This design comes from an exercise in tuning for small area and a short achievable clock period on the open sky130 flow, not from production work.
RTL that was checked went through simulation tests only; none was proved equivalent to the original.
The flow treats the clock pin as an ideal source. Dropping or thinning the clock tree relies on that and would not hold on a real chip.
No activity file was given, so power comes from the tool's default toggle rates.

Design AGU_top, start of the top module:
module AGU_top(
    input clk,
    input rst,
    input AGU_enable,
    output logic [$clog2(8192/16)-1:0] MA0_idx,
    output logic [$clog2(8192/16)-1:0] MA1_idx,
    output logic [$clog2(8192/16)-1:0] MA2_idx,
    output logic [$clog2(8192/16)-1:0] MA3_idx,
    output logic [$clog2(8192/16)-1:0] MA4_idx,
    output logic [$clog2(8192/16)-1:0] MA5_idx,
    output logic [$clog2(8192/16)-1:0] MA6_idx,
    output logic [$clog2(8192/16)-1:0] MA7_idx,
    output logic [$clog2(8192/16)-1:0] MA8_idx,
    output logic [$clog2(8192/16)-1:0] MA9_idx,
    output logic [$clog2(8192/16)-1:0] MA10_idx,
    output logic [$clog2(8192/16)-1:0] MA11_idx,
    output logic [$clog2(8192/16)-1:0] MA12_idx,
    output logic [$clog2(8192/16)-1:0] MA13_idx,
    output logic [$clog2(8192/16)-1:0] MA14_idx,
    output logic [$clog2(8192/16)-1:0] MA15_idx,
    output logic [$clog2(16) + 1-1:0] BN0_idx,
    output logic [$clog2(16) + 1-1:0] BN1_idx,
    output logic [$clog2(16) + 1-1:0] BN2_idx,
    output logic [$clog2(16) + 1-1:0] BN3_idx,
    output logic [$clog2(16) + 1-1:0] BN4_idx,
    output logic [$clog2(16) + 1-1:0] BN5_idx,
    output logic [$clog2(16) + 1-1:0] BN6_idx,
    output logic [$clog2(16) + 1-1:0] BN7_idx,
    output logic [$clog2(16) + 1-1:0] BN8_idx,
    output logic [$clog2(16) + 1-1:0] BN9_idx,
    output logic [$clog2(16) + 1-1:0] BN10_idx,
    output logic [$clog2(16) + 1-1:0] BN11_idx,
    output logic [$clog2(16) + 1-1:0] BN12_idx,
    output logic [$clog2(16) + 1-1:0] BN13_idx,
    output logic [$clog2(16) + 1-1:0] BN14_idx,
    output logic [$clog2(16) + 1-1:0] BN15_idx,
    output logic AGU_done_out,
    output logic BN_MA_out_en,
    output logic [2:0] l_AGU_out
);
Settings: LEC_CHECK=0, ABC_AREA=1, CAP_MARGIN=20, CORE_MARGIN=2, CORE_UTILIZATION=40, SLEW_MARGIN=20; clock period 8.0 ns.
standard.sh (not shown) runs the stock make flow with config.mk's settings and CLKGATE_MAP_FILE= SYNTH_SCRIPT=/design/flow/synth_recipe.tcl, a recipe that flattens the netlist after the stock synthesis.
==> flow/flow/run.sh <==
#!/bin/bash
# Standard ORFS layout, with: the smallest buffer (buf_1) on every input and
# output port; one shared tie cell for the constant outputs; and the clock
# distributed by four quadrant buffers (flow/pre_cts.tcl) instead of an H-tree.
set -euo pipefail
export BUFFER_PORTS_ARGS="-buffer_cell sky130_fd_sc_hd__buf_1"
export SKIP_REPAIR_TIE_FANOUT=1
export PRE_CTS_TCL="$(pwd)/flow/pre_cts.tcl"
export ROOT_CLKBUF=${ROOT_CLKBUF:-sky130_fd_sc_hd__clkbuf_16}
export SETUP_SLACK_MARGIN=5.5
bash standard.sh > standard_flow.log 2>&1
Other scripts of this flow, unchanged in this note and not shown: flow/flow/pre_cts.tcl
Change:
--- a/flow/design.v
+++ b/flow/design.v
@@ -34,88 +34,83 @@
     output logic [$clog2(16) + 1-1:0] BN12_idx,
     output logic [$clog2(16) + 1-1:0] BN13_idx,
     output logic [$clog2(16) + 1-1:0] BN14_idx,
     output logic [$clog2(16) + 1-1:0] BN15_idx,
     output logic AGU_done_out,
     output logic BN_MA_out_en,
     output logic [2:0] l_AGU_out
 );
     logic [4:0] en_d;       
-    logic       started;    
-    logic       qpend;      
     logic [1:0] L;          
     logic [8:0] C;          
-    logic e, first, wrap;
+    logic [3:0] S, dS, dS_nxt, dS_odd;
+    logic e, fresh, first, wrap;
     logic [1:0] L_nxt;
     logic [8:0] C_nxt;
     assign e     = en_d[4];
-    assign first = qpend;
+    assign fresh = dS[3] & ~C[0];
+    assign first = (L == 2'd3);
     assign wrap  = (&C) | first;
     always_comb begin
         if (!e) begin
             C_nxt = 9'd0;
-            L_nxt = L;
+            L_nxt = fresh ? {2{AGU_enable}} : L;
         end else if (wrap) begin
             C_nxt = 9'd0;
-            L_nxt = (L == 2'd2) ? 2'd0 : L + 2'd1;
+            L_nxt = {L == 2'd1, L[1] == L[0]};
         end else begin
             C_nxt = C + 9'd1;
             L_nxt = L;
         end
     end
     always_ff @(posedge clk or posedge rst) begin
         if (rst) begin
             en_d <= 5'd0;
-            started <= 1'b0;
-            qpend   <= 1'b0;
             L    <= 2'd0;
             C    <= 9'd0;
         end else begin
             en_d <= {en_d[3:0], AGU_enable};
-            started <= 1'b1;
-            qpend   <= (~started & AGU_enable) | (qpend & ~e);
             L    <= L_nxt;
             C    <= C_nxt;
         end
     end
     logic [2:0] G;
-    assign G = {e & (L == 2'd2), e & (L == 2'd1), e & (L == 2'd0)};
+    assign G = {e & (L == 2'd2), e & (L == 2'd1), e & (L[1] == L[0])};
     logic [8:0] ma_d0, ma_d1;
     always_comb begin
         for (int k = 5; k < 9; k++) begin
             ma_d0[k] = (G[1] & C[13-k]) | (G[2] & C[9-k]);
             ma_d1[k] = ma_d0[k] | G[0];
         end
         for (int k = 1; k < 5; k++) begin
             ma_d0[k] = (G[0] & C[k+4]) | (G[2] & C[9-k]);
             ma_d1[k] = ma_d0[k] | G[1];
         end
         ma_d0[0] = (G[0] | G[1]) & C[4];
         ma_d1[0] = ma_d0[0] | G[2];
     end
-    logic [3:0] S, dS, dS_nxt, dS_odd;
     always_comb begin
         casez (C[7:1])
             7'b??????0: dS_odd = (L == 2'd2) ? 4'd0  : 4'd1;
             7'b?????01: dS_odd = (L == 2'd2) ? 4'd6  : 4'd1;
             7'b????011: dS_odd = (L == 2'd2) ? 4'd10 : 4'd1;
             7'b???0111: dS_odd = (L == 2'd2) ? 4'd4  : 4'd2;
             7'b??01111: dS_odd = (L == 2'd0) ? 4'd2  : 4'd1;
             7'b?011111: dS_odd = (L == 2'd0) ? 4'd2  : 4'd7;
             7'b0111111: dS_odd = (L == 2'd0) ? 4'd2  : 4'd11;
             default:    dS_odd = (L == 2'd0) ? 4'd3  : 4'd5;
         endcase
         dS_nxt = (e && !wrap && !C[0]) ? dS_odd : 4'd1;
     end
     always_ff @(posedge clk or posedge rst) begin
         if (rst) begin
             S  <= 4'd0;
-            dS <= 4'd1;
+            dS <= 4'd8;
         end else begin
             S  <= (!e || wrap) ? 4'd0 : S + dS;
             dS <= dS_nxt;
         end
     end
     logic eS0, eS0n, eS1, eS1n, eS2, eS2n, eS3, eS3n, x10;
     logic [3:0] cy2;
     logic [7:0] cy3;
     logic [1:0] bn_d0;
=> The changed run completed without violations; synthesized cell count came out lower by 0.42%; power is lower by 18%; clock power is about the same; register-to-register slack hardly moves; global-route usage is about the same; setup slack loses 0.0033 ns; die area stays flat.
In every run of this note, the design's own scripts or RTL, not TritonCTS, make the clock network.


The RTL this note starts from:
==> flow/design.v <==
`timescale 10ns / 1ps
module AGU_top(
    input clk,
    input rst,
    input AGU_enable,
    output logic [$clog2(8192/16)-1:0] MA0_idx,
    output logic [$clog2(8192/16)-1:0] MA1_idx,
    output logic [$clog2(8192/16)-1:0] MA2_idx,
    output logic [$clog2(8192/16)-1:0] MA3_idx,
    output logic [$clog2(8192/16)-1:0] MA4_idx,
    output logic [$clog2(8192/16)-1:0] MA5_idx,
    output logic [$clog2(8192/16)-1:0] MA6_idx,
    output logic [$clog2(8192/16)-1:0] MA7_idx,
    output logic [$clog2(8192/16)-1:0] MA8_idx,
    output logic [$clog2(8192/16)-1:0] MA9_idx,
    output logic [$clog2(8192/16)-1:0] MA10_idx,
    output logic [$clog2(8192/16)-1:0] MA11_idx,
    output logic [$clog2(8192/16)-1:0] MA12_idx,
    output logic [$clog2(8192/16)-1:0] MA13_idx,
    output logic [$clog2(8192/16)-1:0] MA14_idx,
    output logic [$clog2(8192/16)-1:0] MA15_idx,
    output logic [$clog2(16) + 1-1:0] BN0_idx,
    output logic [$clog2(16) + 1-1:0] BN1_idx,
    output logic [$clog2(16) + 1-1:0] BN2_idx,
    output logic [$clog2(16) + 1-1:0] BN3_idx,
    output logic [$clog2(16) + 1-1:0] BN4_idx,
    output logic [$clog2(16) + 1-1:0] BN5_idx,
    output logic [$clog2(16) + 1-1:0] BN6_idx,
    output logic [$clog2(16) + 1-1:0] BN7_idx,
    output logic [$clog2(16) + 1-1:0] BN8_idx,
    output logic [$clog2(16) + 1-1:0] BN9_idx,
    output logic [$clog2(16) + 1-1:0] BN10_idx,
    output logic [$clog2(16) + 1-1:0] BN11_idx,
    output logic [$clog2(16) + 1-1:0] BN12_idx,
    output logic [$clog2(16) + 1-1:0] BN13_idx,
    output logic [$clog2(16) + 1-1:0] BN14_idx,
    output logic [$clog2(16) + 1-1:0] BN15_idx,
    output logic AGU_done_out,
    output logic BN_MA_out_en,
    output logic [2:0] l_AGU_out
);
    logic [4:0] en_d;       
    logic [2:0] rcnt;       
    logic [1:0] L;          
    logic [8:0] C;          
    logic e, first, wrap;
    logic [1:0] L_nxt;
    logic [8:0] C_nxt;
    assign e     = en_d[4];
    assign first = (rcnt == 3'd5);
    assign wrap  = (&C) | first;
    always_comb begin
        if (!e) begin
            C_nxt = 9'd0;
            L_nxt = L;
        end else if (wrap) begin
            C_nxt = 9'd0;
            L_nxt = (L == 2'd2) ? 2'd0 : L + 2'd1;
        end else begin
            C_nxt = C + 9'd1;
            L_nxt = L;
        end
    end
    always_ff @(posedge clk or posedge rst) begin
        if (rst) begin
            en_d <= 5'd0;
            rcnt <= 3'd0;
            L    <= 2'd0;
            C    <= 9'd0;
        end else begin
            en_d <= {en_d[3:0], AGU_enable};
            rcnt <= rcnt + {2'd0, ~&rcnt};
            L    <= L_nxt;
            C    <= C_nxt;
        end
    end
    logic [8:0] ma_l1, ma_l2;
    assign ma_l1 = {C[5], C[6], C[7], C[8], 4'b0000, C[4]};
    assign ma_l2 = {C[1], C[2], C[3], C[4], C[5], C[6], C[7], C[8], 1'b0};
    logic [1:0] ma_d [0:8];
    always_comb begin
        for (int k = 0; k < 9; k++) begin
            for (int b = 0; b < 2; b++) begin
                if (!e)
                    ma_d[k][b] = 1'b0;
                else if (L == 2'd0)
                    ma_d[k][b] = (k >= 5) ? b[0] : C[k+4];
                else if (L == 2'd1)
                    ma_d[k][b] = (k >= 5 || k == 0) ? ma_l1[k] : b[0];
                else
                    ma_d[k][b] = (k >= 1) ? ma_l2[k] : b[0];
            end
        end
    end
    logic [3:0] S, sa, sb;
    logic       sc;
    always_comb begin
        case (L)
            2'd0:    begin sa = C[3:0];                   sb = C[7:4];                   sc = C[8]; end
            2'd1:    begin sa = C[3:0];                   sb = {C[6], C[7], C[8], C[5]}; sc = C[4]; end
            default: begin sa = {C[2], C[3], C[4], C[5]}; sb = {C[6], C[7], C[8], C[1]}; sc = C[0]; end
        endcase
        S = sa + sb + {3'd0, sc};
    end
    logic [3:0] bsum [0:15];
    always_comb begin
        for (int c = 0; c < 16; c++)
            bsum[c] = e ? (S + c[3:0]) : 4'd0;
    end
    logic [1:0]  ma_r0, ma_r1, ma_r2, ma_r3, ma_r4, ma_r5, ma_r6, ma_r7, ma_r8;
    logic [1:0]  bn_r0;
    logic [3:0]  bn_r1;
    logic [7:0]  bn_r2;
    logic [15:0] bn_r3;
    always_ff @(posedge clk or posedge rst) begin
        if (rst) begin
            ma_r0 <= '0; ma_r1 <= '0; ma_r2 <= '0; ma_r3 <= '0; ma_r4 <= '0;
            ma_r5 <= '0; ma_r6 <= '0; ma_r7 <= '0; ma_r8 <= '0;
            bn_r0 <= '0; bn_r1 <= '0; bn_r2 <= '0; bn_r3 <= '0;
            AGU_done_out <= 1'b0;
            BN_MA_out_en <= 1'b0;
            l_AGU_out    <= 3'd0;
        end else begin
            ma_r0 <= ma_d[0]; ma_r1 <= ma_d[1]; ma_r2 <= ma_d[2];
            ma_r3 <= ma_d[3]; ma_r4 <= ma_d[4]; ma_r5 <= ma_d[5];
            ma_r6 <= ma_d[6]; ma_r7 <= ma_d[7]; ma_r8 <= ma_d[8];
            for (int c = 0; c < 2; c++)  bn_r0[c] <= bsum[c][0];
            for (int c = 0; c < 4; c++)  bn_r1[c] <= bsum[c][1];
            for (int c = 0; c < 8; c++)  bn_r2[c] <= bsum[c][2];
            for (int c = 0; c < 16; c++) bn_r3[c] <= bsum[c][3];
            AGU_done_out <= e & (&C) & (L == 2'd2);
            BN_MA_out_en <= e;
            l_AGU_out    <= e ? {1'b0, L_nxt} : 3'd0;
        end
    end
    assign MA0_idx = {ma_r8[0], ma_r7[0], ma_r6[0], ma_r5[0], ma_r4[0], ma_r3[0], ma_r2[0], ma_r1[0], ma_r0[0]};
    assign MA1_idx = {ma_r8[0], ma_r7[0], ma_r6[0], ma_r5[1], ma_r4[0], ma_r3[0], ma_r2[0], ma_r1[1], ma_r0[0]};
    assign MA2_idx = {ma_r8[0], ma_r7[0], ma_r6[1], ma_r5[0], ma_r4[0], ma_r3[0], ma_r2[1], ma_r1[0], ma_r0[0]};
    assign MA3_idx = {ma_r8[0], ma_r7[0], ma_r6[1], ma_r5[1], ma_r4[0], ma_r3[0], ma_r2[1], ma_r1[1], ma_r0[0]};
    assign MA4_idx = {ma_r8[0], ma_r7[1], ma_r6[0], ma_r5[0], ma_r4[0], ma_r3[1], ma_r2[0], ma_r1[0], ma_r0[0]};
    assign MA5_idx = {ma_r8[0], ma_r7[1], ma_r6[0], ma_r5[1], ma_r4[0], ma_r3[1], ma_r2[0], ma_r1[1], ma_r0[0]};
    assign MA6_idx = {ma_r8[0], ma_r7[1], ma_r6[1], ma_r5[0], ma_r4[0], ma_r3[1], ma_r2[1], ma_r1[0], ma_r0[0]};
    assign MA7_idx = {ma_r8[0], ma_r7[1], ma_r6[1], ma_r5[1], ma_r4[0], ma_r3[1], ma_r2[1], ma_r1[1], ma_r0[0]};
    assign MA8_idx = {ma_r8[1], ma_r7[0], ma_r6[0], ma_r5[0], ma_r4[1], ma_r3[0], ma_r2[0], ma_r1[0], ma_r0[1]};
    assign MA9_idx = {ma_r8[1], ma_r7[0], ma_r6[0], ma_r5[1], ma_r4[1], ma_r3[0], ma_r2[0], ma_r1[1], ma_r0[1]};
    assign MA10_idx = {ma_r8[1], ma_r7[0], ma_r6[1], ma_r5[0], ma_r4[1], ma_r3[0], ma_r2[1], ma_r1[0], ma_r0[1]};
    assign MA11_idx = {ma_r8[1], ma_r7[0], ma_r6[1], ma_r5[1], ma_r4[1], ma_r3[0], ma_r2[1], ma_r1[1], ma_r0[1]};
    assign MA12_idx = {ma_r8[1], ma_r7[1], ma_r6[0], ma_r5[0], ma_r4[1], ma_r3[1], ma_r2[0], ma_r1[0], ma_r0[1]};
    assign MA13_idx = {ma_r8[1], ma_r7[1], ma_r6[0], ma_r5[1], ma_r4[1], ma_r3[1], ma_r2[0], ma_r1[1], ma_r0[1]};
    assign MA14_idx = {ma_r8[1], ma_r7[1], ma_r6[1], ma_r5[0], ma_r4[1], ma_r3[1], ma_r2[1], ma_r1[0], ma_r0[1]};
    assign MA15_idx = {ma_r8[1], ma_r7[1], ma_r6[1], ma_r5[1], ma_r4[1], ma_r3[1], ma_r2[1], ma_r1[1], ma_r0[1]};
    assign BN0_idx = {1'b0, bn_r3[0], bn_r2[0], bn_r1[0], bn_r0[0]};
    assign BN1_idx = {1'b0, bn_r3[2], bn_r2[2], bn_r1[2], bn_r0[0]};
    assign BN2_idx = {1'b0, bn_r3[4], bn_r2[4], bn_r1[0], bn_r0[0]};
    assign BN3_idx = {1'b0, bn_r3[6], bn_r2[6], bn_r1[2], bn_r0[0]};
    assign BN4_idx = {1'b0, bn_r3[8], bn_r2[0], bn_r1[0], bn_r0[0]};
    assign BN5_idx = {1'b0, bn_r3[10], bn_r2[2], bn_r1[2], bn_r0[0]};
    assign BN6_idx = {1'b0, bn_r3[12], bn_r2[4], bn_r1[0], bn_r0[0]};
    assign BN7_idx = {1'b0, bn_r3[14], bn_r2[6], bn_r1[2], bn_r0[0]};
    assign BN8_idx = {1'b0, bn_r3[1], bn_r2[1], bn_r1[1], bn_r0[1]};
    assign BN9_idx = {1'b0, bn_r3[3], bn_r2[3], bn_r1[3], bn_r0[1]};
    assign BN10_idx = {1'b0, bn_r3[5], bn_r2[5], bn_r1[1], bn_r0[1]};
    assign BN11_idx = {1'b0, bn_r3[7], bn_r2[7], bn_r1[3], bn_r0[1]};
    assign BN12_idx = {1'b0, bn_r3[9], bn_r2[1], bn_r1[1], bn_r0[1]};
    assign BN13_idx = {1'b0, bn_r3[11], bn_r2[3], bn_r1[3], bn_r0[1]};
    assign BN14_idx = {1'b0, bn_r3[13], bn_r2[5], bn_r1[1], bn_r0[1]};
    assign BN15_idx = {1'b0, bn_r3[15], bn_r2[7], bn_r1[3], bn_r0[1]};
endmodule
export LEC_CHECK = 0
export CAP_MARGIN = 20
export CORE_MARGIN = 2
export CORE_UTILIZATION = 40
export SETUP_SLACK_MARGIN = 5
export SLEW_MARGIN = 20
create_clock -name core_clock -period 8.0 [get_ports {clk}]
==> flow/flow/run.sh <==
#!/bin/bash
# Standard ORFS layout, with the smallest buffer (buf_1) on every input and
# output port instead of the default pick.
set -euo pipefail
export BUFFER_PORTS_ARGS="-buffer_cell sky130_fd_sc_hd__buf_1"
bash standard.sh > standard_flow.log 2>&1
Edit:
--- a/flow/design.v
+++ b/flow/design.v
@@ -91,17 +91,15 @@
                     ma_d[k][b] = (k >= 1) ? ma_l2[k] : b[0];
             end
         end
     end
-    logic [3:0] S, sa, sb;
-    logic       sc;
+    logic [3:0] S;
     always_comb begin
         case (L)
-            2'd0:    begin sa = C[3:0];                   sb = C[7:4];                   sc = C[8]; end
-            2'd1:    begin sa = C[3:0];                   sb = {C[6], C[7], C[8], C[5]}; sc = C[4]; end
-            default: begin sa = {C[2], C[3], C[4], C[5]}; sb = {C[6], C[7], C[8], C[1]}; sc = C[0]; end
+            2'd0:    S = C[3:0] + C[7:4] + {3'd0, C[8]};
+            2'd1:    S = C[3:0] + {3'd0, C[4]} + {C[6], C[7], C[8], C[5]};
+            default: S = {3'd0, C[0]} + {3'd0, C[1]} + {C[6], C[7], C[8], 1'b0} + {C[2], C[3], C[4], C[5]};
         endcase
-        S = sa + sb + {3'd0, sc};
     end
     logic [3:0] bsum [0:15];
     always_comb begin
         for (int c = 0; c < 16; c++)
What happened: Non-clock buffer count came out lower by 1. Total power hardly moves. Critical path depth grows by 2. Utilization shrinks by 0.29 points. First-iteration DRC count increases by 13%. Routed wire length goes up by about 15%. Worst hold slack loses 4.6 ps. Area after synthesis rises by 5.3%.
Function not checked in the first run of this note: the RTL went through the layout flow alone.

## afterwards: timing with drivers on the ports
The flow's constraints put no driver on any port. The routed layouts listed below were extracted and timed again, unchanged, in two steps. Step 1, drivers: a clkbuf_16 drives clk and a buf_2 each remaining input, both assumed. Step 2 moves the port delays by t, midway between the first and last clock arrival at a register: inputs arrive t later, outputs are due t later. That takes back most of the time a late clock gives input paths. a / b / c = no drivers / after step 1 / after step 2; a / b = the first two.
run | t (ns) | setup WS [ns] | worst setup path at the end | latest minus earliest clock arrival (ns)
the first run of note 1 | 0.216 | 5.579 / 5.501 / 5.709 | input, reset recovery | 0.025 / 0.025
the second run of note 1 | 0.224 | 5.576 / 5.495 / 5.673 | input to register | 0.019 / 0.020
the first run of note 2 | 0.388 | 5.177 / 5.177 / 5.177 | register to register | 0.011 / 0.011
the second run of note 2 | 0.376 | 5.215 / 5.215 / 5.215 | register to register | 0.009 / 0.009
After both steps setup and hold are still met in every run listed. Setup slack includes reset recovery checks.
